What follows belongs to an exercise in optimizing a design on an open flow for small area, a short achievable clock period and few clock cycles per item; a production flow would make more cautious choices.
No functional check of the RTL was part of this run.

`config.mk`:
```
export PLATFORM = sky130hd
export DESIGN_NAME = fir_top
export DESIGN_NICKNAME = fir_top
export VERILOG_FILES = /design/flow/design.v
export SDC_FILE = /design/flow/constraint.sdc
export NUM_CORES = 4
export LEC_CHECK = 0
export CAP_MARGIN = 20
export CORE_MARGIN = 2
export CORE_UTILIZATION = 40
export SLEW_MARGIN = 20
```
`constraint.sdc`:
```
create_clock -name core_clock -period 10.0 [get_ports {clk}]
set_input_delay 2.0000 -clock core_clock [delete_from_list [all_inputs] [get_ports {clk}]]
set_output_delay 2.0000 -clock core_clock [all_outputs]
set_load 0.01 [all_outputs]
```
`design.v`:
```
module fir_top (
    input  wire       clk,
    input  wire       resetN,
    input  wire       sampleClk,
    input  wire [7:0] sample,
    output reg  [7:0] sum,
    output reg        dav
);
   reg [7:0] h1, h2, h3, h4, h5, h6, h7, h8;
   reg [19:0] t1, t2;
   reg [3:0] ic;
   wire busy = ~ic[3] | ~ic[2];
   wire en = sampleClk | busy;
   wire [7:0] xin = busy ? 8'd0 : sample;
   wire g1 = h2[0] & h3[0];
   wire p2 = h2[0] ^ h3[0];
   wire g3 = h2[1] & h3[1];
   wire p4 = h2[1] ^ h3[1];
   wire g5 = h2[2] & h3[2];
   wire p6 = h2[2] ^ h3[2];
   wire g7 = h2[3] & h3[3];
   wire p8 = h2[3] ^ h3[3];
   wire g9 = h2[4] & h3[4];
   wire p10 = h2[4] ^ h3[4];
   wire g11 = h2[5] & h3[5];
   wire p12 = h2[5] ^ h3[5];
   wire g13 = h2[6] & h3[6];
   wire p14 = h2[6] ^ h3[6];
   wire g15 = h2[7] & h3[7];
   wire p16 = h2[7] ^ h3[7];
   wire g17 = h2[7] & h3[7];
   wire p18 = h2[7] ^ h3[7];
   wire G19 = g3 | (p4 & g1);
   wire G21 = g5 | (p6 & g3);
   wire P22 = p6 & p4;
   wire G23 = g7 | (p8 & g5);
   wire P24 = p8 & p6;
   wire G25 = g9 | (p10 & g7);
   wire P26 = p10 & p8;
   wire G27 = g11 | (p12 & g9);
   wire P28 = p12 & p10;
   wire G29 = g13 | (p14 & g11);
   wire P30 = p14 & p12;
   wire G31 = g15 | (p16 & g13);
   wire P32 = p16 & p14;
   wire G33 = g17 | (p18 & g15);
   wire P34 = p18 & p16;
   wire G35 = G21 | (P22 & g1);
   wire G37 = G23 | (P24 & G19);
   wire G39 = G25 | (P26 & G21);
   wire P40 = P26 & P22;
   wire G41 = G27 | (P28 & G23);
   wire P42 = P28 & P24;
   wire G43 = G29 | (P30 & G25);
   wire P44 = P30 & P26;
   wire G45 = G31 | (P32 & G27);
   wire P46 = P32 & P28;
   wire G47 = G33 | (P34 & G29);
   wire P48 = P34 & P30;
   wire G49 = G39 | (P40 & g1);
   wire G51 = G41 | (P42 & G19);
   wire G53 = G43 | (P44 & G35);
   wire G55 = G45 | (P46 & G37);
   wire G57 = G47 | (P48 & G39);
   wire P58 = P48 & P40;
   wire G59 = G57 | (P58 & g1);
   wire [8:0] pe;
   assign pe[0] = p2;
   assign pe[1] = p4 ^ g1;
   assign pe[2] = p6 ^ G19;
   assign pe[3] = p8 ^ G35;
   assign pe[4] = p10 ^ G37;
   assign pe[5] = p12 ^ G49;
   assign pe[6] = p14 ^ G51;
   assign pe[7] = p16 ^ G53;
   assign pe[8] = p18 ^ G55;
   wire g61 = h1[0] & h4[0];
   wire p62 = h1[0] ^ h4[0];
   wire g63 = h1[1] & h4[1];
   wire p64 = h1[1] ^ h4[1];
   wire g65 = h1[2] & h4[2];
   wire p66 = h1[2] ^ h4[2];
   wire g67 = h1[3] & h4[3];
   wire p68 = h1[3] ^ h4[3];
   wire g69 = h1[4] & h4[4];
   wire p70 = h1[4] ^ h4[4];
   wire g71 = h1[5] & h4[5];
   wire p72 = h1[5] ^ h4[5];
   wire g73 = h1[6] & h4[6];
   wire p74 = h1[6] ^ h4[6];
   wire g75 = h1[7] & h4[7];
   wire p76 = h1[7] ^ h4[7];
   wire g77 = h1[7] & h4[7];
   wire p78 = h1[7] ^ h4[7];
   wire G79 = g63 | (p64 & g61);
   wire G81 = g65 | (p66 & g63);
   wire P82 = p66 & p64;
   wire G83 = g67 | (p68 & g65);
   wire P84 = p68 & p66;
   wire G85 = g69 | (p70 & g67);
   wire P86 = p70 & p68;
   wire G87 = g71 | (p72 & g69);
   wire P88 = p72 & p70;
   wire G89 = g73 | (p74 & g71);
   wire P90 = p74 & p72;
   wire G91 = g75 | (p76 & g73);
   wire P92 = p76 & p74;
   wire G93 = g77 | (p78 & g75);
   wire P94 = p78 & p76;
   wire G95 = G81 | (P82 & g61);
   wire G97 = G83 | (P84 & G79);
   wire G99 = G85 | (P86 & G81);
   wire P100 = P86 & P82;
   wire G101 = G87 | (P88 & G83);
   wire P102 = P88 & P84;
   wire G103 = G89 | (P90 & G85);
   wire P104 = P90 & P86;
   wire G105 = G91 | (P92 & G87);
   wire P106 = P92 & P88;
   wire G107 = G93 | (P94 & G89);
   wire P108 = P94 & P90;
   wire G109 = G99 | (P100 & g61);
   wire G111 = G101 | (P102 & G79);
   wire G113 = G103 | (P104 & G95);
   wire G115 = G105 | (P106 & G97);
   wire G117 = G107 | (P108 & G99);
   wire P118 = P108 & P100;
   wire G119 = G117 | (P118 & g61);
   wire [8:0] pb;
   assign pb[0] = p62;
   assign pb[1] = p64 ^ g61;
   assign pb[2] = p66 ^ G79;
   assign pb[3] = p68 ^ G95;
   assign pb[4] = p70 ^ G97;
   assign pb[5] = p72 ^ G109;
   assign pb[6] = p74 ^ G111;
   assign pb[7] = p76 ^ G113;
   assign pb[8] = p78 ^ G115;
   wire s121 = 1'b1 ^ pe[1] ^ ~pb[2];
   wire c122 = (1'b1 & pe[1]) | (1'b1 & ~pb[2]) | (pe[1] & ~pb[2]);
   wire s123 = 1'b1 ^ pe[2] ^ ~pe[0];
   wire c124 = (1'b1 & pe[2]) | (1'b1 & ~pe[0]) | (pe[2] & ~pe[0]);
   wire s125 = pb[3] ^ pb[1] ^ ~c122;
   wire c126 = (pb[3] & pb[1]) | (pb[3] & ~c122) | (pb[1] & ~c122);
   wire s127 = 1'b1 ^ pe[3] ^ ~pe[1];
   wire c128 = (1'b1 & pe[3]) | (1'b1 & ~pe[1]) | (pe[3] & ~pe[1]);
   wire s129 = pb[4] ^ pb[2] ^ pb[0];
   wire c130 = (pb[4] & pb[2]) | (pb[4] & pb[0]) | (pb[2] & pb[0]);
   wire s131 = c124 ^ s127 ^ ~s129;
   wire c132 = (c124 & s127) | (c124 & ~s129) | (s127 & ~s129);
   wire s133 = ~pe[4] ^ pe[2] ^ pb[5];
   wire c134 = (~pe[4] & pe[2]) | (~pe[4] & pb[5]) | (pe[2] & pb[5]);
   wire s135 = pb[3] ^ pb[1] ^ ~c128;
   wire c136 = (pb[3] & pb[1]) | (pb[3] & ~c128) | (pb[1] & ~c128);
   wire s137 = c130 ^ s133 ^ ~c132;
   wire c138 = (c130 & s133) | (c130 & ~c132) | (s133 & ~c132);
   wire s139 = ~pe[5] ^ pe[3] ^ pb[6];
   wire c140 = (~pe[5] & pe[3]) | (~pe[5] & pb[6]) | (pe[3] & pb[6]);
   wire s141 = pb[4] ^ pb[2] ^ c134;
   wire c142 = (pb[4] & pb[2]) | (pb[4] & c134) | (pb[2] & c134);
   wire s143 = s139 ^ c136 ^ s141;
   wire c144 = (s139 & c136) | (s139 & s141) | (c136 & s141);
   wire s145 = 1'b1 ^ pe[6] ^ ~pe[4];
   wire c146 = (1'b1 & pe[6]) | (1'b1 & ~pe[4]) | (pe[6] & ~pe[4]);
   wire s147 = pe[0] ^ pb[7] ^ pb[5];
   wire c148 = (pe[0] & pb[7]) | (pe[0] & pb[5]) | (pb[7] & pb[5]);
   wire s149 = pb[3] ^ c140 ^ ~s145;
   wire c150 = (pb[3] & c140) | (pb[3] & ~s145) | (c140 & ~s145);
   wire s151 = s147 ^ c142 ^ s149;
   wire c152 = (s147 & c142) | (s147 & s149) | (c142 & s149);
   wire s153 = 1'b1 ^ pe[7] ^ ~pe[5];
   wire c154 = (1'b1 & pe[7]) | (1'b1 & ~pe[5]) | (pe[7] & ~pe[5]);
   wire s155 = pe[1] ^ pb[6] ^ pb[4];
   wire c156 = (pe[1] & pb[6]) | (pe[1] & pb[4]) | (pb[6] & pb[4]);
   wire s157 = pb[8] ^ pb[0] ^ c146;
   wire c158 = (pb[8] & pb[0]) | (pb[8] & c146) | (pb[0] & c146);
   wire s159 = c148 ^ ~s153 ^ s155;
   wire c160 = (c148 & ~s153) | (c148 & s155) | (~s153 & s155);
   wire s161 = c150 ^ ~s157 ^ s159;
   wire c162 = (c150 & ~s157) | (c150 & s159) | (~s157 & s159);
   wire s163 = pe[8] ^ pe[6] ^ pe[2];
   wire c164 = (pe[8] & pe[6]) | (pe[8] & pe[2]) | (pe[6] & pe[2]);
   wire s165 = pb[7] ^ pb[5] ^ ~pb[1];
   wire c166 = (pb[7] & pb[5]) | (pb[7] & ~pb[1]) | (pb[5] & ~pb[1]);
   wire s167 = ~c154 ^ c156 ^ s163;
   wire c168 = (~c154 & c156) | (~c154 & s163) | (c156 & s163);
   wire s169 = s165 ^ ~c158 ^ c160;
   wire c170 = (s165 & ~c158) | (s165 & c160) | (~c158 & c160);
   wire s171 = s167 ^ c162 ^ s169;
   wire c172 = (s167 & c162) | (s167 & s169) | (c162 & s169);
   wire s173 = pe[7] ^ pe[3] ^ pb[6];
   wire c174 = (pe[7] & pe[3]) | (pe[7] & pb[6]) | (pe[3] & pb[6]);
   wire s175 = pe[0] ^ pb[8] ^ pb[2];
   wire c176 = (pe[0] & pb[8]) | (pe[0] & pb[2]) | (pb[8] & pb[2]);
   wire s177 = c164 ^ c166 ^ s173;
   wire c178 = (c164 & c166) | (c164 & s173) | (c166 & s173);
   wire s179 = ~s175 ^ c168 ^ s177;
   wire c180 = (~s175 & c168) | (~s175 & s177) | (c168 & s177);
   wire s181 = ~c170 ^ ~s179;
   wire c182 = ~c170 & ~s179;
   wire s183 = pe[8] ^ pe[1] ^ pb[3];
   wire c184 = (pe[8] & pe[1]) | (pe[8] & pb[3]) | (pe[1] & pb[3]);
   wire s185 = pe[4] ^ pb[7] ^ c174;
   wire c186 = (pe[4] & pb[7]) | (pe[4] & c174) | (pb[7] & c174);
   wire s187 = c176 ^ s183 ^ ~c178;
   wire c188 = (c176 & s183) | (c176 & ~c178) | (s183 & ~c178);
   wire s189 = s185 ^ c180 ^ ~s187;
   wire c190 = (s185 & c180) | (s185 & ~s187) | (c180 & ~s187);
   wire s191 = ~pe[5] ^ pe[2] ^ pb[8];
   wire c192 = (~pe[5] & pe[2]) | (~pe[5] & pb[8]) | (pe[2] & pb[8]);
   wire s193 = pb[4] ^ c184 ^ s191;
   wire c194 = (pb[4] & c184) | (pb[4] & s191) | (c184 & s191);
   wire s195 = ~c186 ^ s193 ^ c188;
   wire c196 = (~c186 & s193) | (~c186 & c188) | (s193 & c188);
   wire s197 = 1'b1 ^ ~pe[6] ^ pe[3];
   wire c198 = (1'b1 & ~pe[6]) | (1'b1 & pe[3]) | (~pe[6] & pe[3]);
   wire s199 = pb[5] ^ c192 ^ s197;
   wire c200 = (pb[5] & c192) | (pb[5] & s197) | (c192 & s197);
   wire s201 = c194 ^ s199;
   wire c202 = c194 & s199;
   wire s203 = 1'b1 ^ ~pe[7] ^ pe[4];
   wire c204 = (1'b1 & ~pe[7]) | (1'b1 & pe[4]) | (~pe[7] & pe[4]);
   wire s205 = pb[6] ^ c198 ^ s203;
   wire c206 = (pb[6] & c198) | (pb[6] & s203) | (c198 & s203);
   wire s207 = c200 ^ s205;
   wire c208 = c200 & s205;
   wire s209 = pe[8] ^ pe[5] ^ pb[7];
   wire c210 = (pe[8] & pe[5]) | (pe[8] & pb[7]) | (pe[5] & pb[7]);
   wire s211 = c204 ^ s209 ^ c206;
   wire c212 = (c204 & s209) | (c204 & c206) | (s209 & c206);
   wire s213 = pe[6] ^ ~pb[8] ^ c210;
   wire c214 = (pe[6] & ~pb[8]) | (pe[6] & c210) | (~pb[8] & c210);
   wire s215 = 1'b1 ^ pe[7] ^ c214;
   wire c216 = (1'b1 & pe[7]) | (1'b1 & c214) | (pe[7] & c214);
   wire g217 = ~pb[0] & 1'b1;
   wire p218 = ~pb[0] ^ 1'b1;
   wire g219 = pe[0] & ~pb[1];
   wire p220 = pe[0] ^ ~pb[1];
   wire g221 = ~pb[0] & s121;
   wire p222 = ~pb[0] ^ s121;
   wire g223 = s123 & ~s125;
   wire p224 = s123 ^ ~s125;
   wire g225 = ~c126 & s131;
   wire p226 = ~c126 ^ s131;
   wire g227 = ~s135 & ~s137;
   wire p228 = ~s135 ^ ~s137;
   wire g229 = ~c138 & ~s143;
   wire p230 = ~c138 ^ ~s143;
   wire g231 = ~c144 & ~s151;
   wire p232 = ~c144 ^ ~s151;
   wire g233 = ~c152 & ~s161;
   wire p234 = ~c152 ^ ~s161;
   wire g235 = ~c172 & s181;
   wire p236 = ~c172 ^ s181;
   wire g237 = c182 & ~s189;
   wire p238 = c182 ^ ~s189;
   wire g239 = ~c190 & s195;
   wire p240 = ~c190 ^ s195;
   wire g241 = c196 & s201;
   wire p242 = c196 ^ s201;
   wire g243 = c202 & s207;
   wire p244 = c202 ^ s207;
   wire g245 = c208 & s211;
   wire p246 = c208 ^ s211;
   wire g247 = c212 & s213;
   wire p248 = c212 ^ s213;
   wire g249 = ~pe[8] & c216;
   wire p250 = ~pe[8] ^ c216;
   wire G251 = g219 | (p220 & g217);
   wire G253 = g221 | (p222 & g219);
   wire P254 = p222 & p220;
   wire G255 = g223 | (p224 & g221);
   wire P256 = p224 & p222;
   wire G257 = g225 | (p226 & g223);
   wire P258 = p226 & p224;
   wire G259 = g227 | (p228 & g225);
   wire P260 = p228 & p226;
   wire G261 = g229 | (p230 & g227);
   wire P262 = p230 & p228;
   wire G263 = g231 | (p232 & g229);
   wire P264 = p232 & p230;
   wire G265 = g233 | (p234 & g231);
   wire P266 = p234 & p232;
   wire G267 = 1'b0 | (~s171 & g233);
   wire P268 = ~s171 & p234;
   wire G269 = g235 | (p236 & 1'b0);
   wire P270 = p236 & ~s171;
   wire G271 = g237 | (p238 & g235);
   wire P272 = p238 & p236;
   wire G273 = g239 | (p240 & g237);
   wire P274 = p240 & p238;
   wire G275 = g241 | (p242 & g239);
   wire P276 = p242 & p240;
   wire G277 = g243 | (p244 & g241);
   wire P278 = p244 & p242;
   wire G279 = g245 | (p246 & g243);
   wire P280 = p246 & p244;
   wire G281 = g247 | (p248 & g245);
   wire P282 = p248 & p246;
   wire G283 = 1'b0 | (s215 & g247);
   wire P284 = s215 & p248;
   wire G285 = g249 | (p250 & 1'b0);
   wire P286 = p250 & s215;
   wire G287 = 1'b0 | (1'b1 & g249);
   wire P288 = 1'b1 & p250;
   wire G289 = G253 | (P254 & g217);
   wire G291 = G255 | (P256 & G251);
   wire G293 = G257 | (P258 & G253);
   wire P294 = P258 & P254;
   wire G295 = G259 | (P260 & G255);
   wire P296 = P260 & P256;
   wire G297 = G261 | (P262 & G257);
   wire P298 = P262 & P258;
   wire G299 = G263 | (P264 & G259);
   wire P300 = P264 & P260;
   wire G301 = G265 | (P266 & G261);
   wire P302 = P266 & P262;
   wire G303 = G267 | (P268 & G263);
   wire P304 = P268 & P264;
   wire G305 = G269 | (P270 & G265);
   wire P306 = P270 & P266;
   wire G307 = G271 | (P272 & G267);
   wire P308 = P272 & P268;
   wire G309 = G273 | (P274 & G269);
   wire P310 = P274 & P270;
   wire G311 = G275 | (P276 & G271);
   wire P312 = P276 & P272;
   wire G313 = G277 | (P278 & G273);
   wire P314 = P278 & P274;
   wire G315 = G279 | (P280 & G275);
   wire P316 = P280 & P276;
   wire G317 = G281 | (P282 & G277);
   wire P318 = P282 & P278;
   wire G319 = G283 | (P284 & G279);
   wire P320 = P284 & P280;
   wire G321 = G285 | (P286 & G281);
   wire P322 = P286 & P282;
   wire G323 = G287 | (P288 & G283);
   wire P324 = P288 & P284;
   wire G325 = G293 | (P294 & g217);
   wire G327 = G295 | (P296 & G251);
   wire G329 = G297 | (P298 & G289);
   wire G331 = G299 | (P300 & G291);
   wire G333 = G301 | (P302 & G293);
   wire P334 = P302 & P294;
   wire G335 = G303 | (P304 & G295);
   wire P336 = P304 & P296;
   wire G337 = G305 | (P306 & G297);
   wire P338 = P306 & P298;
   wire G339 = G307 | (P308 & G299);
   wire P340 = P308 & P300;
   wire G341 = G309 | (P310 & G301);
   wire P342 = P310 & P302;
   wire G343 = G311 | (P312 & G303);
   wire P344 = P312 & P304;
   wire G345 = G313 | (P314 & G305);
   wire P346 = P314 & P306;
   wire G347 = G315 | (P316 & G307);
   wire P348 = P316 & P308;
   wire G349 = G317 | (P318 & G309);
   wire P350 = P318 & P310;
   wire G351 = G319 | (P320 & G311);
   wire P352 = P320 & P312;
   wire G353 = G321 | (P322 & G313);
   wire P354 = P322 & P314;
   wire G355 = G323 | (P324 & G315);
   wire P356 = P324 & P316;
   wire G357 = G333 | (P334 & g217);
   wire G359 = G335 | (P336 & G251);
   wire G361 = G337 | (P338 & G289);
   wire G363 = G339 | (P340 & G291);
   wire G365 = G341 | (P342 & G325);
   wire G367 = G343 | (P344 & G327);
   wire G369 = G345 | (P346 & G329);
   wire G371 = G347 | (P348 & G331);
   wire G373 = G349 | (P350 & G333);
   wire P374 = P350 & P334;
   wire G375 = G351 | (P352 & G335);
   wire P376 = P352 & P336;
   wire G377 = G353 | (P354 & G337);
   wire P378 = P354 & P338;
   wire G379 = G355 | (P356 & G339);
   wire P380 = P356 & P340;
   wire G381 = G373 | (P374 & g217);
   wire G383 = G375 | (P376 & G251);
   wire G385 = G377 | (P378 & G289);
   wire G387 = G379 | (P380 & G291);
   wire [19:0] t2Next;
   assign t2Next[0] = p218;
   assign t2Next[1] = p220 ^ g217;
   assign t2Next[2] = p222 ^ G251;
   assign t2Next[3] = p224 ^ G289;
   assign t2Next[4] = p226 ^ G291;
   assign t2Next[5] = p228 ^ G325;
   assign t2Next[6] = p230 ^ G327;
   assign t2Next[7] = p232 ^ G329;
   assign t2Next[8] = p234 ^ G331;
   assign t2Next[9] = ~s171 ^ G357;
   assign t2Next[10] = p236 ^ G359;
   assign t2Next[11] = p238 ^ G361;
   assign t2Next[12] = p240 ^ G363;
   assign t2Next[13] = p242 ^ G365;
   assign t2Next[14] = p244 ^ G367;
   assign t2Next[15] = p246 ^ G369;
   assign t2Next[16] = p248 ^ G371;
   assign t2Next[17] = s215 ^ G381;
   assign t2Next[18] = p250 ^ G383;
   assign t2Next[19] = 1'b1 ^ G385;
   wire g389 = h1[0] & h6[0];
   wire p390 = h1[0] ^ h6[0];
   wire g391 = h1[1] & h6[1];
   wire p392 = h1[1] ^ h6[1];
   wire g393 = h1[2] & h6[2];
   wire p394 = h1[2] ^ h6[2];
   wire g395 = h1[3] & h6[3];
   wire p396 = h1[3] ^ h6[3];
   wire g397 = h1[4] & h6[4];
   wire p398 = h1[4] ^ h6[4];
   wire g399 = h1[5] & h6[5];
   wire p400 = h1[5] ^ h6[5];
   wire g401 = h1[6] & h6[6];
   wire p402 = h1[6] ^ h6[6];
   wire g403 = h1[7] & h6[7];
   wire p404 = h1[7] ^ h6[7];
   wire g405 = h1[7] & h6[7];
   wire p406 = h1[7] ^ h6[7];
   wire G407 = g391 | (p392 & g389);
   wire G409 = g393 | (p394 & g391);
   wire P410 = p394 & p392;
   wire G411 = g395 | (p396 & g393);
   wire P412 = p396 & p394;
   wire G413 = g397 | (p398 & g395);
   wire P414 = p398 & p396;
   wire G415 = g399 | (p400 & g397);
   wire P416 = p400 & p398;
   wire G417 = g401 | (p402 & g399);
   wire P418 = p402 & p400;
   wire G419 = g403 | (p404 & g401);
   wire P420 = p404 & p402;
   wire G421 = g405 | (p406 & g403);
   wire P422 = p406 & p404;
   wire G423 = G409 | (P410 & g389);
   wire G425 = G411 | (P412 & G407);
   wire G427 = G413 | (P414 & G409);
   wire P428 = P414 & P410;
   wire G429 = G415 | (P416 & G411);
   wire P430 = P416 & P412;
   wire G431 = G417 | (P418 & G413);
   wire P432 = P418 & P414;
   wire G433 = G419 | (P420 & G415);
   wire P434 = P420 & P416;
   wire G435 = G421 | (P422 & G417);
   wire P436 = P422 & P418;
   wire G437 = G427 | (P428 & g389);
   wire G439 = G429 | (P430 & G407);
   wire G441 = G431 | (P432 & G423);
   wire G443 = G433 | (P434 & G425);
   wire G445 = G435 | (P436 & G427);
   wire P446 = P436 & P428;
   wire G447 = G445 | (P446 & g389);
   wire [8:0] pa;
   assign pa[0] = p390;
   assign pa[1] = p392 ^ g389;
   assign pa[2] = p394 ^ G407;
   assign pa[3] = p396 ^ G423;
   assign pa[4] = p398 ^ G425;
   assign pa[5] = p400 ^ G437;
   assign pa[6] = p402 ^ G439;
   assign pa[7] = p404 ^ G441;
   assign pa[8] = p406 ^ G443;
   wire s449 = 1'b1 ^ t2[0] ^ ~h7[0];
   wire c450 = (1'b1 & t2[0]) | (1'b1 & ~h7[0]) | (t2[0] & ~h7[0]);
   wire s451 = t2[1] ^ ~h7[1];
   wire c452 = t2[1] & ~h7[1];
   wire s453 = 1'b1 ^ t2[2] ^ ~h7[2];
   wire c454 = (1'b1 & t2[2]) | (1'b1 & ~h7[2]) | (t2[2] & ~h7[2]);
   wire s455 = c452 ^ s453;
   wire c456 = c452 & s453;
   wire s457 = t2[3] ^ h7[0] ^ h8[0];
   wire c458 = (t2[3] & h7[0]) | (t2[3] & h8[0]) | (h7[0] & h8[0]);
   wire s459 = ~h7[3] ^ c454 ^ s457;
   wire c460 = (~h7[3] & c454) | (~h7[3] & s457) | (c454 & s457);
   wire s461 = c456 ^ s459;
   wire c462 = c456 & s459;
   wire s463 = 1'b1 ^ t2[4] ^ ~h7[4];
   wire c464 = (1'b1 & t2[4]) | (1'b1 & ~h7[4]) | (t2[4] & ~h7[4]);
   wire s465 = h7[1] ^ h8[1] ^ c458;
   wire c466 = (h7[1] & h8[1]) | (h7[1] & c458) | (h8[1] & c458);
   wire s467 = s463 ^ c460 ^ s465;
   wire c468 = (s463 & c460) | (s463 & s465) | (c460 & s465);
   wire s469 = pa[2] ^ pa[0] ^ ~c462;
   wire c470 = (pa[2] & pa[0]) | (pa[2] & ~c462) | (pa[0] & ~c462);
   wire s471 = 1'b1 ^ t2[5] ^ ~h7[5];
   wire c472 = (1'b1 & t2[5]) | (1'b1 & ~h7[5]) | (t2[5] & ~h7[5]);
   wire s473 = h7[2] ^ ~h7[0] ^ h8[2];
   wire c474 = (h7[2] & ~h7[0]) | (h7[2] & h8[2]) | (~h7[0] & h8[2]);
   wire s475 = c464 ^ s471 ^ s473;
   wire c476 = (c464 & s471) | (c464 & s473) | (s471 & s473);
   wire s477 = c466 ^ s475 ^ ~pa[3];
   wire c478 = (c466 & s475) | (c466 & ~pa[3]) | (s475 & ~pa[3]);
   wire s479 = pa[1] ^ ~c468 ^ c470;
   wire c480 = (pa[1] & ~c468) | (pa[1] & c470) | (~c468 & c470);
   wire s481 = 1'b1 ^ t2[6] ^ ~h7[6];
   wire c482 = (1'b1 & t2[6]) | (1'b1 & ~h7[6]) | (t2[6] & ~h7[6]);
   wire s483 = h7[3] ^ ~h7[1] ^ h8[3];
   wire c484 = (h7[3] & ~h7[1]) | (h7[3] & h8[3]) | (~h7[1] & h8[3]);
   wire s485 = c472 ^ c474 ^ s481;
   wire c486 = (c472 & c474) | (c472 & s481) | (c474 & s481);
   wire s487 = s483 ^ c476 ^ s485;
   wire c488 = (s483 & c476) | (s483 & s485) | (c476 & s485);
   wire s489 = pa[4] ^ pa[2] ^ pa[0];
   wire c490 = (pa[4] & pa[2]) | (pa[4] & pa[0]) | (pa[2] & pa[0]);
   wire s491 = s487 ^ c478 ^ ~s489;
   wire c492 = (s487 & c478) | (s487 & ~s489) | (c478 & ~s489);
   wire s493 = 1'b1 ^ t2[7] ^ h7[7];
   wire c494 = (1'b1 & t2[7]) | (1'b1 & h7[7]) | (t2[7] & h7[7]);
   wire s495 = h7[4] ^ ~h7[2] ^ h8[4];
   wire c496 = (h7[4] & ~h7[2]) | (h7[4] & h8[4]) | (~h7[2] & h8[4]);
   wire s497 = c482 ^ c484 ^ s493;
   wire c498 = (c482 & c484) | (c482 & s493) | (c484 & s493);
   wire s499 = s495 ^ c486 ^ s497;
   wire c500 = (s495 & c486) | (s495 & s497) | (c486 & s497);
   wire s501 = pa[5] ^ pa[3] ^ pa[1];
   wire c502 = (pa[5] & pa[3]) | (pa[5] & pa[1]) | (pa[3] & pa[1]);
   wire s503 = c488 ^ s499 ^ ~c490;
   wire c504 = (c488 & s499) | (c488 & ~c490) | (s499 & ~c490);
   wire s505 = ~s501 ^ c492 ^ s503;
   wire c506 = (~s501 & c492) | (~s501 & s503) | (c492 & s503);
   wire s507 = 1'b1 ^ t2[8] ^ h7[5];
   wire c508 = (1'b1 & t2[8]) | (1'b1 & h7[5]) | (t2[8] & h7[5]);
   wire s509 = ~h7[3] ^ h8[5] ^ c494;
   wire c510 = (~h7[3] & h8[5]) | (~h7[3] & c494) | (h8[5] & c494);
   wire s511 = c496 ^ s507 ^ c498;
   wire c512 = (c496 & s507) | (c496 & c498) | (s507 & c498);
   wire s513 = ~s509 ^ pa[6] ^ pa[4];
   wire c514 = (~s509 & pa[6]) | (~s509 & pa[4]) | (pa[6] & pa[4]);
   wire s515 = ~pa[2] ^ c500 ^ s511;
   wire c516 = (~pa[2] & c500) | (~pa[2] & s511) | (c500 & s511);
   wire s517 = c502 ^ s513 ^ ~s515;
   wire c518 = (c502 & s513) | (c502 & ~s515) | (s513 & ~s515);
   wire s519 = c504 ^ ~s517;
   wire c520 = c504 & ~s517;
   wire s521 = 1'b1 ^ t2[9] ^ h7[6];
   wire c522 = (1'b1 & t2[9]) | (1'b1 & h7[6]) | (t2[9] & h7[6]);
   wire s523 = ~h7[4] ^ h8[6] ^ c508;
   wire c524 = (~h7[4] & h8[6]) | (~h7[4] & c508) | (h8[6] & c508);
   wire s525 = s521 ^ c510 ^ s523;
   wire c526 = (s521 & c510) | (s521 & s523) | (c510 & s523);
   wire s527 = pa[7] ^ pa[5] ^ pa[3];
   wire c528 = (pa[7] & pa[5]) | (pa[7] & pa[3]) | (pa[5] & pa[3]);
   wire s529 = c512 ^ s525 ^ ~c514;
   wire c530 = (c512 & s525) | (c512 & ~c514) | (s525 & ~c514);
   wire s531 = ~s527 ^ c516 ^ s529;
   wire c532 = (~s527 & c516) | (~s527 & s529) | (c516 & s529);
   wire s533 = ~c518 ^ s531 ^ c520;
   wire c534 = (~c518 & s531) | (~c518 & c520) | (s531 & c520);
   wire s535 = ~t2[10] ^ h7[7] ^ h7[5];
   wire c536 = (~t2[10] & h7[7]) | (~t2[10] & h7[5]) | (h7[7] & h7[5]);
   wire s537 = h8[7] ^ ~c522 ^ s535;
   wire c538 = (h8[7] & ~c522) | (h8[7] & s535) | (~c522 & s535);
   wire s539 = c524 ^ ~s537 ^ pa[8];
   wire c540 = (c524 & ~s537) | (c524 & pa[8]) | (~s537 & pa[8]);
   wire s541 = pa[6] ^ pa[4] ^ ~c526;
   wire c542 = (pa[6] & pa[4]) | (pa[6] & ~c526) | (pa[4] & ~c526);
   wire s543 = c528 ^ ~s539 ^ s541;
   wire c544 = (c528 & ~s539) | (c528 & s541) | (~s539 & s541);
   wire s545 = c530 ^ ~s543 ^ c532;
   wire c546 = (c530 & ~s543) | (c530 & c532) | (~s543 & c532);
   wire s547 = ~t2[11] ^ h7[6] ^ c536;
   wire c548 = (~t2[11] & h7[6]) | (~t2[11] & c536) | (h7[6] & c536);
   wire s549 = c538 ^ s547 ^ pa[7];
   wire c550 = (c538 & s547) | (c538 & pa[7]) | (s547 & pa[7]);
   wire s551 = pa[5] ^ ~c540 ^ s549;
   wire c552 = (pa[5] & ~c540) | (pa[5] & s549) | (~c540 & s549);
   wire s553 = c542 ^ s551 ^ c544;
   wire c554 = (c542 & s551) | (c542 & c544) | (s551 & c544);
   wire s555 = 1'b1 ^ t2[12] ^ h7[7];
   wire c556 = (1'b1 & t2[12]) | (1'b1 & h7[7]) | (t2[12] & h7[7]);
   wire s557 = s555 ^ ~c548 ^ pa[8];
   wire c558 = (s555 & ~c548) | (s555 & pa[8]) | (~c548 & pa[8]);
   wire s559 = pa[6] ^ c550 ^ ~s557;
   wire c560 = (pa[6] & c550) | (pa[6] & ~s557) | (c550 & ~s557);
   wire s561 = ~c552 ^ ~s559;
   wire c562 = ~c552 & ~s559;
   wire s563 = t2[13] ^ c556 ^ ~pa[7];
   wire c564 = (t2[13] & c556) | (t2[13] & ~pa[7]) | (c556 & ~pa[7]);
   wire s565 = c558 ^ s563 ^ ~c560;
   wire c566 = (c558 & s563) | (c558 & ~c560) | (s563 & ~c560);
   wire s567 = t2[14] ^ pa[8] ^ c564;
   wire c568 = (t2[14] & pa[8]) | (t2[14] & c564) | (pa[8] & c564);
   wire s569 = 1'b1 ^ t2[15] ^ c568;
   wire c570 = (1'b1 & t2[15]) | (1'b1 & c568) | (t2[15] & c568);
   wire s571 = 1'b1 ^ t2[16] ^ c570;
   wire c572 = (1'b1 & t2[16]) | (1'b1 & c570) | (t2[16] & c570);
   wire s573 = 1'b1 ^ t2[17] ^ c572;
   wire c574 = (1'b1 & t2[17]) | (1'b1 & c572) | (t2[17] & c572);
   wire s575 = 1'b1 ^ t2[18] ^ c574;
   wire c576 = (1'b1 & t2[18]) | (1'b1 & c574) | (t2[18] & c574);
   wire g577 = c450 & s451;
   wire p578 = c450 ^ s451;
   wire g579 = ~pa[0] & s455;
   wire p580 = ~pa[0] ^ s455;
   wire g581 = ~pa[1] & s461;
   wire p582 = ~pa[1] ^ s461;
   wire g583 = s467 & ~s469;
   wire p584 = s467 ^ ~s469;
   wire g585 = s477 & ~s479;
   wire p586 = s477 ^ ~s479;
   wire g587 = ~c480 & s491;
   wire p588 = ~c480 ^ s491;
   wire g589 = c506 & s519;
   wire p590 = c506 ^ s519;
   wire g591 = c534 & s545;
   wire p592 = c534 ^ s545;
   wire g593 = c546 & ~s553;
   wire p594 = c546 ^ ~s553;
   wire g595 = ~c554 & s561;
   wire p596 = ~c554 ^ s561;
   wire g597 = c562 & s565;
   wire p598 = c562 ^ s565;
   wire g599 = c566 & s567;
   wire p600 = c566 ^ s567;
   wire g601 = ~t2[19] & c576;
   wire p602 = ~t2[19] ^ c576;
   wire G603 = g577 | (p578 & 1'b0);
   wire G605 = g579 | (p580 & g577);
   wire P606 = p580 & p578;
   wire G607 = g581 | (p582 & g579);
   wire P608 = p582 & p580;
   wire G609 = g583 | (p584 & g581);
   wire P610 = p584 & p582;
   wire G611 = g585 | (p586 & g583);
   wire P612 = p586 & p584;
   wire G613 = g587 | (p588 & g585);
   wire P614 = p588 & p586;
   wire G615 = 1'b0 | (s505 & g587);
   wire P616 = s505 & p588;
   wire G617 = g589 | (p590 & 1'b0);
   wire P618 = p590 & s505;
   wire G619 = 1'b0 | (s533 & g589);
   wire P620 = s533 & p590;
   wire G621 = g591 | (p592 & 1'b0);
   wire P622 = p592 & s533;
   wire G623 = g593 | (p594 & g591);
   wire P624 = p594 & p592;
   wire G625 = g595 | (p596 & g593);
   wire P626 = p596 & p594;
   wire G627 = g597 | (p598 & g595);
   wire P628 = p598 & p596;
   wire G629 = g599 | (p600 & g597);
   wire P630 = p600 & p598;
   wire G631 = 1'b0 | (s569 & g599);
   wire P632 = s569 & p600;
   wire G633 = 1'b0 | (s571 & 1'b0);
   wire P634 = s571 & s569;
   wire G635 = 1'b0 | (s573 & 1'b0);
   wire P636 = s573 & s571;
   wire G637 = 1'b0 | (s575 & 1'b0);
   wire P638 = s575 & s573;
   wire G639 = g601 | (p602 & 1'b0);
   wire P640 = p602 & s575;
   wire G641 = G605 | (P606 & 1'b0);
   wire G643 = G607 | (P608 & G603);
   wire G645 = G609 | (P610 & G605);
   wire P646 = P610 & P606;
   wire G647 = G611 | (P612 & G607);
   wire P648 = P612 & P608;
   wire G649 = G613 | (P614 & G609);
   wire P650 = P614 & P610;
   wire G651 = G615 | (P616 & G611);
   wire P652 = P616 & P612;
   wire G653 = G617 | (P618 & G613);
   wire P654 = P618 & P614;
   wire G655 = G619 | (P620 & G615);
   wire P656 = P620 & P616;
   wire G657 = G621 | (P622 & G617);
   wire P658 = P622 & P618;
   wire G659 = G623 | (P624 & G619);
   wire P660 = P624 & P620;
   wire G661 = G625 | (P626 & G621);
   wire P662 = P626 & P622;
   wire G663 = G627 | (P628 & G623);
   wire P664 = P628 & P624;
   wire G665 = G629 | (P630 & G625);
   wire P666 = P630 & P626;
   wire G667 = G631 | (P632 & G627);
   wire P668 = P632 & P628;
   wire G669 = G633 | (P634 & G629);
   wire P670 = P634 & P630;
   wire G671 = G635 | (P636 & G631);
   wire P672 = P636 & P632;
   wire G673 = G637 | (P638 & G633);
   wire P674 = P638 & P634;
   wire G675 = G639 | (P640 & G635);
   wire P676 = P640 & P636;
   wire G677 = G645 | (P646 & 1'b0);
   wire G679 = G647 | (P648 & G603);
   wire G681 = G649 | (P650 & G641);
   wire G683 = G651 | (P652 & G643);
   wire G685 = G653 | (P654 & G645);
   wire P686 = P654 & P646;
   wire G687 = G655 | (P656 & G647);
   wire P688 = P656 & P648;
   wire G689 = G657 | (P658 & G649);
   wire P690 = P658 & P650;
   wire G691 = G659 | (P660 & G651);
   wire P692 = P660 & P652;
   wire G693 = G661 | (P662 & G653);
   wire P694 = P662 & P654;
   wire G695 = G663 | (P664 & G655);
   wire P696 = P664 & P656;
   wire G697 = G665 | (P666 & G657);
   wire P698 = P666 & P658;
   wire G699 = G667 | (P668 & G659);
   wire P700 = P668 & P660;
   wire G701 = G669 | (P670 & G661);
   wire P702 = P670 & P662;
   wire G703 = G671 | (P672 & G663);
   wire P704 = P672 & P664;
   wire G705 = G673 | (P674 & G665);
   wire P706 = P674 & P666;
   wire G707 = G675 | (P676 & G667);
   wire P708 = P676 & P668;
   wire G709 = G685 | (P686 & 1'b0);
   wire G711 = G687 | (P688 & G603);
   wire G713 = G689 | (P690 & G641);
   wire G715 = G691 | (P692 & G643);
   wire G717 = G693 | (P694 & G677);
   wire G719 = G695 | (P696 & G679);
   wire G721 = G697 | (P698 & G681);
   wire G723 = G699 | (P700 & G683);
   wire G725 = G701 | (P702 & G685);
   wire P726 = P702 & P686;
   wire G727 = G703 | (P704 & G687);
   wire P728 = P704 & P688;
   wire G729 = G705 | (P706 & G689);
   wire P730 = P706 & P690;
   wire G731 = G707 | (P708 & G691);
   wire P732 = P708 & P692;
   wire G733 = G725 | (P726 & 1'b0);
   wire G735 = G727 | (P728 & G603);
   wire G737 = G729 | (P730 & G641);
   wire G739 = G731 | (P732 & G643);
   wire [19:0] t1Next;
   assign t1Next[0] = s449;
   assign t1Next[1] = p578 ^ 1'b0;
   assign t1Next[2] = p580 ^ G603;
   assign t1Next[3] = p582 ^ G641;
   assign t1Next[4] = p584 ^ G643;
   assign t1Next[5] = p586 ^ G677;
   assign t1Next[6] = p588 ^ G679;
   assign t1Next[7] = s505 ^ G681;
   assign t1Next[8] = p590 ^ G683;
   assign t1Next[9] = s533 ^ G709;
   assign t1Next[10] = p592 ^ G711;
   assign t1Next[11] = p594 ^ G713;
   assign t1Next[12] = p596 ^ G715;
   assign t1Next[13] = p598 ^ G717;
   assign t1Next[14] = p600 ^ G719;
   assign t1Next[15] = s569 ^ G721;
   assign t1Next[16] = s571 ^ G723;
   assign t1Next[17] = s573 ^ G733;
   assign t1Next[18] = s575 ^ G735;
   assign t1Next[19] = p602 ^ G737;
   wire s741 = 1'b1 ^ t1[0] ^ ~h1[0];
   wire c742 = (1'b1 & t1[0]) | (1'b1 & ~h1[0]) | (t1[0] & ~h1[0]);
   wire s743 = t1[1] ^ ~h1[1];
   wire c744 = t1[1] & ~h1[1];
   wire s745 = t1[2] ^ ~h1[2];
   wire c746 = t1[2] & ~h1[2];
   wire s747 = t1[3] ^ ~h1[3] ^ h1[0];
   wire c748 = (t1[3] & ~h1[3]) | (t1[3] & h1[0]) | (~h1[3] & h1[0]);
   wire s749 = t1[4] ^ ~h1[4] ^ h1[1];
   wire c750 = (t1[4] & ~h1[4]) | (t1[4] & h1[1]) | (~h1[4] & h1[1]);
   wire s751 = 1'b1 ^ t1[5] ^ ~h1[5];
   wire c752 = (1'b1 & t1[5]) | (1'b1 & ~h1[5]) | (t1[5] & ~h1[5]);
   wire s753 = h1[2] ^ ~h1[0] ^ c750;
   wire c754 = (h1[2] & ~h1[0]) | (h1[2] & c750) | (~h1[0] & c750);
   wire s755 = t1[6] ^ ~h1[6] ^ h1[3];
   wire c756 = (t1[6] & ~h1[6]) | (t1[6] & h1[3]) | (~h1[6] & h1[3]);
   wire s757 = ~h1[1] ^ c752 ^ s755;
   wire c758 = (~h1[1] & c752) | (~h1[1] & s755) | (c752 & s755);
   wire s759 = 1'b1 ^ t1[7] ^ h1[7];
   wire c760 = (1'b1 & t1[7]) | (1'b1 & h1[7]) | (t1[7] & h1[7]);
   wire s761 = h1[4] ^ ~h1[2] ^ c756;
   wire c762 = (h1[4] & ~h1[2]) | (h1[4] & c756) | (~h1[2] & c756);
   wire s763 = s759 ^ c758 ^ s761;
   wire c764 = (s759 & c758) | (s759 & s761) | (c758 & s761);
   wire s765 = 1'b1 ^ t1[8] ^ h1[5];
   wire c766 = (1'b1 & t1[8]) | (1'b1 & h1[5]) | (t1[8] & h1[5]);
   wire s767 = ~h1[3] ^ c760 ^ s765;
   wire c768 = (~h1[3] & c760) | (~h1[3] & s765) | (c760 & s765);
   wire s769 = c762 ^ s767;
   wire c770 = c762 & s767;
   wire s771 = 1'b1 ^ t1[9] ^ h1[6];
   wire c772 = (1'b1 & t1[9]) | (1'b1 & h1[6]) | (t1[9] & h1[6]);
   wire s773 = ~h1[4] ^ c766 ^ s771;
   wire c774 = (~h1[4] & c766) | (~h1[4] & s771) | (c766 & s771);
   wire s775 = c768 ^ s773;
   wire c776 = c768 & s773;
   wire s777 = ~t1[10] ^ h1[7] ^ h1[5];
   wire c778 = (~t1[10] & h1[7]) | (~t1[10] & h1[5]) | (h1[7] & h1[5]);
   wire s779 = c772 ^ ~s777 ^ c774;
   wire c780 = (c772 & ~s777) | (c772 & c774) | (~s777 & c774);
   wire s781 = 1'b1 ^ t1[11] ^ ~h1[6];
   wire c782 = (1'b1 & t1[11]) | (1'b1 & ~h1[6]) | (t1[11] & ~h1[6]);
   wire s783 = ~c778 ^ s781;
   wire c784 = ~c778 & s781;
   wire s785 = t1[12] ^ h1[7] ^ c782;
   wire c786 = (t1[12] & h1[7]) | (t1[12] & c782) | (h1[7] & c782);
   wire s787 = 1'b1 ^ t1[13] ^ c786;
   wire c788 = (1'b1 & t1[13]) | (1'b1 & c786) | (t1[13] & c786);
   wire s789 = 1'b1 ^ t1[14] ^ c788;
   wire c790 = (1'b1 & t1[14]) | (1'b1 & c788) | (t1[14] & c788);
   wire s791 = 1'b1 ^ t1[15] ^ c790;
   wire c792 = (1'b1 & t1[15]) | (1'b1 & c790) | (t1[15] & c790);
   wire s793 = 1'b1 ^ t1[16] ^ c792;
   wire c794 = (1'b1 & t1[16]) | (1'b1 & c792) | (t1[16] & c792);
   wire s795 = 1'b1 ^ t1[17] ^ c794;
   wire c796 = (1'b1 & t1[17]) | (1'b1 & c794) | (t1[17] & c794);
   wire s797 = 1'b1 ^ t1[18] ^ c796;
   wire c798 = (1'b1 & t1[18]) | (1'b1 & c796) | (t1[18] & c796);
   wire g799 = c742 & s743;
   wire p800 = c742 ^ s743;
   wire g801 = c744 & s745;
   wire p802 = c744 ^ s745;
   wire g803 = c746 & s747;
   wire p804 = c746 ^ s747;
   wire g805 = c748 & s749;
   wire p806 = c748 ^ s749;
   wire g807 = s751 & s753;
   wire p808 = s751 ^ s753;
   wire g809 = c754 & s757;
   wire p810 = c754 ^ s757;
   wire g811 = c764 & s769;
   wire p812 = c764 ^ s769;
   wire g813 = c770 & s775;
   wire p814 = c770 ^ s775;
   wire g815 = c776 & s779;
   wire p816 = c776 ^ s779;
   wire g817 = c780 & s783;
   wire p818 = c780 ^ s783;
   wire g819 = c784 & s785;
   wire p820 = c784 ^ s785;
   wire g821 = ~t1[19] & c798;
   wire p822 = ~t1[19] ^ c798;
   wire G823 = g799 | (p800 & 1'b0);
   wire G825 = g801 | (p802 & g799);
   wire P826 = p802 & p800;
   wire G827 = g803 | (p804 & g801);
   wire P828 = p804 & p802;
   wire G829 = g805 | (p806 & g803);
   wire P830 = p806 & p804;
   wire G831 = g807 | (p808 & g805);
   wire P832 = p808 & p806;
   wire G833 = g809 | (p810 & g807);
   wire P834 = p810 & p808;
   wire G835 = 1'b0 | (s763 & g809);
   wire P836 = s763 & p810;
   wire G837 = g811 | (p812 & 1'b0);
   wire P838 = p812 & s763;
   wire G839 = g813 | (p814 & g811);
   wire P840 = p814 & p812;
   wire G841 = g815 | (p816 & g813);
   wire P842 = p816 & p814;
   wire G843 = g817 | (p818 & g815);
   wire P844 = p818 & p816;
   wire G845 = g819 | (p820 & g817);
   wire P846 = p820 & p818;
   wire G847 = 1'b0 | (s787 & g819);
   wire P848 = s787 & p820;
   wire G849 = 1'b0 | (s789 & 1'b0);
   wire P850 = s789 & s787;
   wire G851 = 1'b0 | (s791 & 1'b0);
   wire P852 = s791 & s789;
   wire G853 = 1'b0 | (s793 & 1'b0);
   wire P854 = s793 & s791;
   wire G855 = 1'b0 | (s795 & 1'b0);
   wire P856 = s795 & s793;
   wire G857 = 1'b0 | (s797 & 1'b0);
   wire P858 = s797 & s795;
   wire G859 = g821 | (p822 & 1'b0);
   wire P860 = p822 & s797;
   wire G861 = G825 | (P826 & 1'b0);
   wire G863 = G827 | (P828 & G823);
   wire G865 = G829 | (P830 & G825);
   wire P866 = P830 & P826;
   wire G867 = G831 | (P832 & G827);
   wire P868 = P832 & P828;
   wire G869 = G833 | (P834 & G829);
   wire P870 = P834 & P830;
   wire G871 = G835 | (P836 & G831);
   wire P872 = P836 & P832;
   wire G873 = G837 | (P838 & G833);
   wire P874 = P838 & P834;
   wire G875 = G839 | (P840 & G835);
   wire P876 = P840 & P836;
   wire G877 = G841 | (P842 & G837);
   wire P878 = P842 & P838;
   wire G879 = G843 | (P844 & G839);
   wire P880 = P844 & P840;
   wire G881 = G845 | (P846 & G841);
   wire P882 = P846 & P842;
   wire G883 = G847 | (P848 & G843);
   wire P884 = P848 & P844;
   wire G885 = G849 | (P850 & G845);
   wire P886 = P850 & P846;
   wire G887 = G851 | (P852 & G847);
   wire P888 = P852 & P848;
   wire G889 = G853 | (P854 & G849);
   wire P890 = P854 & P850;
   wire G891 = G855 | (P856 & G851);
   wire P892 = P856 & P852;
   wire G893 = G857 | (P858 & G853);
   wire P894 = P858 & P854;
   wire G895 = G859 | (P860 & G855);
   wire P896 = P860 & P856;
   wire G897 = G865 | (P866 & 1'b0);
   wire G899 = G867 | (P868 & G823);
   wire G901 = G869 | (P870 & G861);
   wire G903 = G871 | (P872 & G863);
   wire G905 = G873 | (P874 & G865);
   wire P906 = P874 & P866;
   wire G907 = G875 | (P876 & G867);
   wire P908 = P876 & P868;
   wire G909 = G877 | (P878 & G869);
   wire P910 = P878 & P870;
   wire G911 = G879 | (P880 & G871);
   wire P912 = P880 & P872;
   wire G913 = G881 | (P882 & G873);
   wire P914 = P882 & P874;
   wire G915 = G883 | (P884 & G875);
   wire P916 = P884 & P876;
   wire G917 = G885 | (P886 & G877);
   wire P918 = P886 & P878;
   wire G919 = G887 | (P888 & G879);
   wire P920 = P888 & P880;
   wire G921 = G889 | (P890 & G881);
   wire P922 = P890 & P882;
   wire G923 = G891 | (P892 & G883);
   wire P924 = P892 & P884;
   wire G925 = G893 | (P894 & G885);
   wire P926 = P894 & P886;
   wire G927 = G895 | (P896 & G887);
   wire P928 = P896 & P888;
   wire G929 = G905 | (P906 & 1'b0);
   wire G931 = G907 | (P908 & G823);
   wire G933 = G909 | (P910 & G861);
   wire G935 = G911 | (P912 & G863);
   wire G937 = G913 | (P914 & G897);
   wire G939 = G915 | (P916 & G899);
   wire G941 = G917 | (P918 & G901);
   wire G943 = G919 | (P920 & G903);
   wire G945 = G921 | (P922 & G905);
   wire P946 = P922 & P906;
   wire G947 = G923 | (P924 & G907);
   wire P948 = P924 & P908;
   wire G949 = G925 | (P926 & G909);
   wire P950 = P926 & P910;
   wire G951 = G927 | (P928 & G911);
   wire P952 = P928 & P912;
   wire G953 = G945 | (P946 & 1'b0);
   wire G955 = G947 | (P948 & G823);
   wire G957 = G949 | (P950 & G861);
   wire G959 = G951 | (P952 & G863);
   wire [19:0] r;
   assign r[0] = s741;
   assign r[1] = p800 ^ 1'b0;
   assign r[2] = p802 ^ G823;
   assign r[3] = p804 ^ G861;
   assign r[4] = p806 ^ G863;
   assign r[5] = p808 ^ G897;
   assign r[6] = p810 ^ G899;
   assign r[7] = s763 ^ G901;
   assign r[8] = p812 ^ G903;
   assign r[9] = p814 ^ G929;
   assign r[10] = p816 ^ G931;
   assign r[11] = p818 ^ G933;
   assign r[12] = p820 ^ G935;
   assign r[13] = s787 ^ G937;
   assign r[14] = s789 ^ G939;
   assign r[15] = s791 ^ G941;
   assign r[16] = s793 ^ G943;
   assign r[17] = s795 ^ G953;
   assign r[18] = s797 ^ G955;
   assign r[19] = p822 ^ G957;
   wire [8:0] lo = {1'b0, r[10:3]} + {1'b0, sample};
   wire a7 = lo[7];
   wire up = lo[8] & ~sample[7];
   wire dn = ~lo[8] & sample[7];
   wire [8:0] hi = r[19:11];
   wire [8:0] hiM = hi - 9'd1;
   wire [8:0] hiP = hi + 9'd1;
   wire [7:0] hiP2 = hi[7:0] + 8'd2;
   function [7:0] sat(input [8:0] v, input [7:0] r);
      sat = (!v[8] && v[7]) ? 8'h7f : (v[8] && !v[7]) ? 8'h80 : r;
   endfunction
   wire [7:0] oM0 = sat(hiM, hiM[7:0]);
   wire [7:0] oM1 = sat(hiM, hi[7:0]);
   wire [7:0] oZ0 = sat(hi, hi[7:0]);
   wire [7:0] oZ1 = sat(hi, hiP[7:0]);
   wire [7:0] oP0 = sat(hiP, hiP[7:0]);
   wire [7:0] oP1 = sat(hiP, hiP2);
   wire [7:0] oM = a7 ? oM1 : oM0;
   wire [7:0] oZ = a7 ? oZ1 : oZ0;
   wire [7:0] oP = a7 ? oP1 : oP0;
   wire [7:0] sumNext = up ? oP : dn ? oM : oZ;
   always @(posedge clk, negedge resetN)
     if (!resetN) begin
        ic <= 4'd0;
        dav <= 1'b0;
     end else begin
        if (busy) ic <= ic + 4'd1;
        dav <= sampleClk & ~busy;
     end
   always @(posedge clk) begin
      sum <= sumNext;
      if (en) begin
         t1 <= t1Next;
         t2 <= t2Next;
         h1 <= xin; h2 <= h1; h3 <= h2; h4 <= h3;
         h5 <= h4; h6 <= h5; h7 <= h6; h8 <= h7;
      end
   end
endmodule
```
`run.sh`:
```
#!/bin/bash
# synth_recipe.tcl (not shown) runs the flow's synth.tcl, then flattens the netlist and writes it again
# the make line also repeats each setting of config.mk as NAME=value (left out here)
make -C /OpenROAD-flow-scripts/flow DESIGN_CONFIG=/design/flow/config.mk WORK_HOME=/design/flow/orfs CLKGATE_MAP_FILE= SYNTH_SCRIPT=/design/flow/synth_recipe.tcl finish
```
==> run summary <==
status=no timing/DRC/antenna violations; clock skew=0.0162 ns; Die Span X=169 um; CP Data Arrival Time=6.73 ns; sequential share of the synthesized area=0.312; antenna violations before repair=0; library cells used by synthesis=80; clock root cell=clkbuf_16; total number of vias=7,243; Final Instance Count excl. Fillers=1,415; Worst Path Required=10.30 ns; routed length per instance=16.2 um; I/O pins=20; asr flop ratio synth=0.0427; main flop type after synthesis=edfxtp_1; Tot GR Track Use=0.170; Worst-Skew Late Latency=0.43 ns; layout cells sized above 1=0.0605; row count=60; TritonCTS Buffers=17; nature of the critical path startpoint=flop; post-DP HPWL=18.4 mm; CTS tree=yes; vias in the first global route=7,476; flops & latches, synth=117; Final Hold Viols=0; Final period util=0.644; Overflow after GRT=0; Worst-Margin Slew=1.13 ns; Post-Syn Instances=1,032; GPL Wtd Cong=0.880; H-tree depth=4; critical path peak fanout=14; post-synth top area cell=edfxtp_1; Initial DRT Pass Iterations=5; Synthesis Warnings=1; CTS max path bufs=2; WS Path Type=flop to flop; dpl cells=1,383; DRT Wirelength=22.9 mm; Pins Over Slew Limit=0; Post-DRT Antenna Nets=0; RSZ-0062 raised after global routing=false; Synth top area share=0.286; synth top area cells=edfxtp_1 29%, fa_1 17%, ha_1 14%, inv_1 7.2%, xnor2_1 4.9%; Worst-path clk slew=0.07 ns; Hold Path Class=flop to flop; commonest non-fill, non-tap cell in the layout=inv_1; pre-CTS setup slack=3.63 ns; post_cts resized=0; total core area=0.0269 mm^2; DRC viols=0; Max Clk Rate=155 MHz; most frequent cells in the layout=210 x inv_1, 124 x ha_1, 104 x edfxtp_1, 92 x fa_1, 61 x xnor2_1; type of destination of the critical path=flop; DR iter-0 viols=361; post-layout minimum cycle time=6.44 ns; DIE AREA=0.0286 mm^2; syn_nets=1,259; Slew HR=0.242; PortBufs=19; synthesized area=0.0109 mm^2; Post-synth EDFFs=104; first-pass GRT wire length=37.7 mm; slack of the critical path=3.56 ns; Hold-fix buffers, CTS=0; P&R area growth vs syn=10.8%; Mean Syn Cell Area=10.6 um^2; Setup-failing EPs final=0; Final TNS setup=0 ns; Post-CTS Setup Repair Bufs=0; die boundary height=169 um; vias per std cell=5.12; max cap viols=0; Nets=1,288; initial core utilization=0.406; largest net degree at the start of global routing=68; Ant. Diodes=0; clock sinks=117
## logic make-up (layout without fill, tap and decap cells)
kind of cell               after synthesis  count (layout)  synth area share
buffers and inverters                  222             264            0.0776
DFF                                    117             117             0.312
muxes                                   11              11            0.0104
xor gates and xnor gates                95              95            0.0779
adders and majority gates              221             221             0.315
and+or+nand+nor                        187             187            0.0872
AOI/OAI and AO/OA                      179             179             0.119
## layer usage
metal	vias to the layer above	share of wire	track usage
met2	105	0.50	0.299
met3	29	0.029	0.0329
met4	0	0.019	0.0528
met1	3546	0.46	0.211
met5	-	0	0
li1	3563	-	-
## worst max-delay path: stages (launching register included)
cell	delay, ns
edfxtp_1	0.55
inv_1	0.17
fa_1	0.47
fa_1	0.49
inv_1	0.05
fa_1	0.56
nand3_1	0.14
o31ai_4	0.42
a21oi_1	0.09
ha_1	0.35
nor3b_1	0.16
a2111oi_1	0.54
mux2i_1	0.23
nor2_1	0.91
nand2_2	0.19
a2111oi_4	0.38
xor2_1	0.10
a211oi_1	0.36
o311ai_2	0.13
## state kept, by name, summed over array words and instances, names as in the netlist, 4 cells and up
name  cells
h6        8
t1       20
sum       8
ic        4
h7        8
t2       20
h8        8
h2        8
h4        8
h5        8
h1        8
h3        8
## cell usage after synthesis (all sizes together), types with 9 or more instances
master,number
a211oi,9
xnor2,61
a21oi,51
ha,124
nor2,49
nand2b,12
o21bai,15
xor2,34
nand2,40
o21ai,32
and3,11
a21o,15
inv,211
edfxtp,104
nand3,15
fa,92
nor3,13
nor2b,10
## per-stage QoR
| step | instance area, um^2 | utilization | hold WS [ns] |
|---|---|---|---|
| finish | 12100 | 0.450 | 0.418 |
| floorplan | 10900 | - | 0.400 |
| global placement | 11500 | 0.428 | 0.400 |
| global route | 12100 | 0.450 | 0.429 |
| CTS | 12100 | 0.450 | 0.420 |
| detailed placement | 11500 | 0.428 | 0.405 |
## layout make-up
cell class	count	area, um^2
tap	341	427
sequential	117	3410
fill	2562	14800
clock buffer	17	425
multi-input combinational	693	6670
timing repair buffer	21	205
inverter	211	792
clock inverter	15	171
## final timing paths
path | start | to | slack [ns] | cells past startpoint
setup / recovery | h1[3] | sum[5] | 3.56 | 18
min in group asynchronous | resetN | ic[2] | 1.79 | 1
hold / removal | h5[3] | h6[3] | 0.42 | 0
hold reg to reg | h5[3] | h6[3] | 0.42 | 0
setup reg to reg | h1[3] | sum[5] | 3.56 | 18
max in group asynchronous | resetN | dav | 8.01 | 1

-- separate check: timing with driven ports --
Ports are ideal in the flow. The routed layout listed here was re-timed in OpenROAD. Step 1 assumes that a clkbuf_16 drives the clock port and a buf_2 every other input. Step 2 moves the port delays by t, midway between the first and last clock arrival at a register: inputs arrive t later, outputs are due t later. That takes back most of the time a late clock gives input paths. Three values: ideal ports, drivers, drivers and shift; two values: the first two.
t (ns): 0.469
slack for setup (ns): 3.561 / 3.561 / 3.561
latest minus earliest clock arrival (ns): 0.017 / 0.017
After both steps this run still meets setup and hold. The setup slack of this run moves by 0.000 ns with the drivers and by 0.000 ns with both steps.
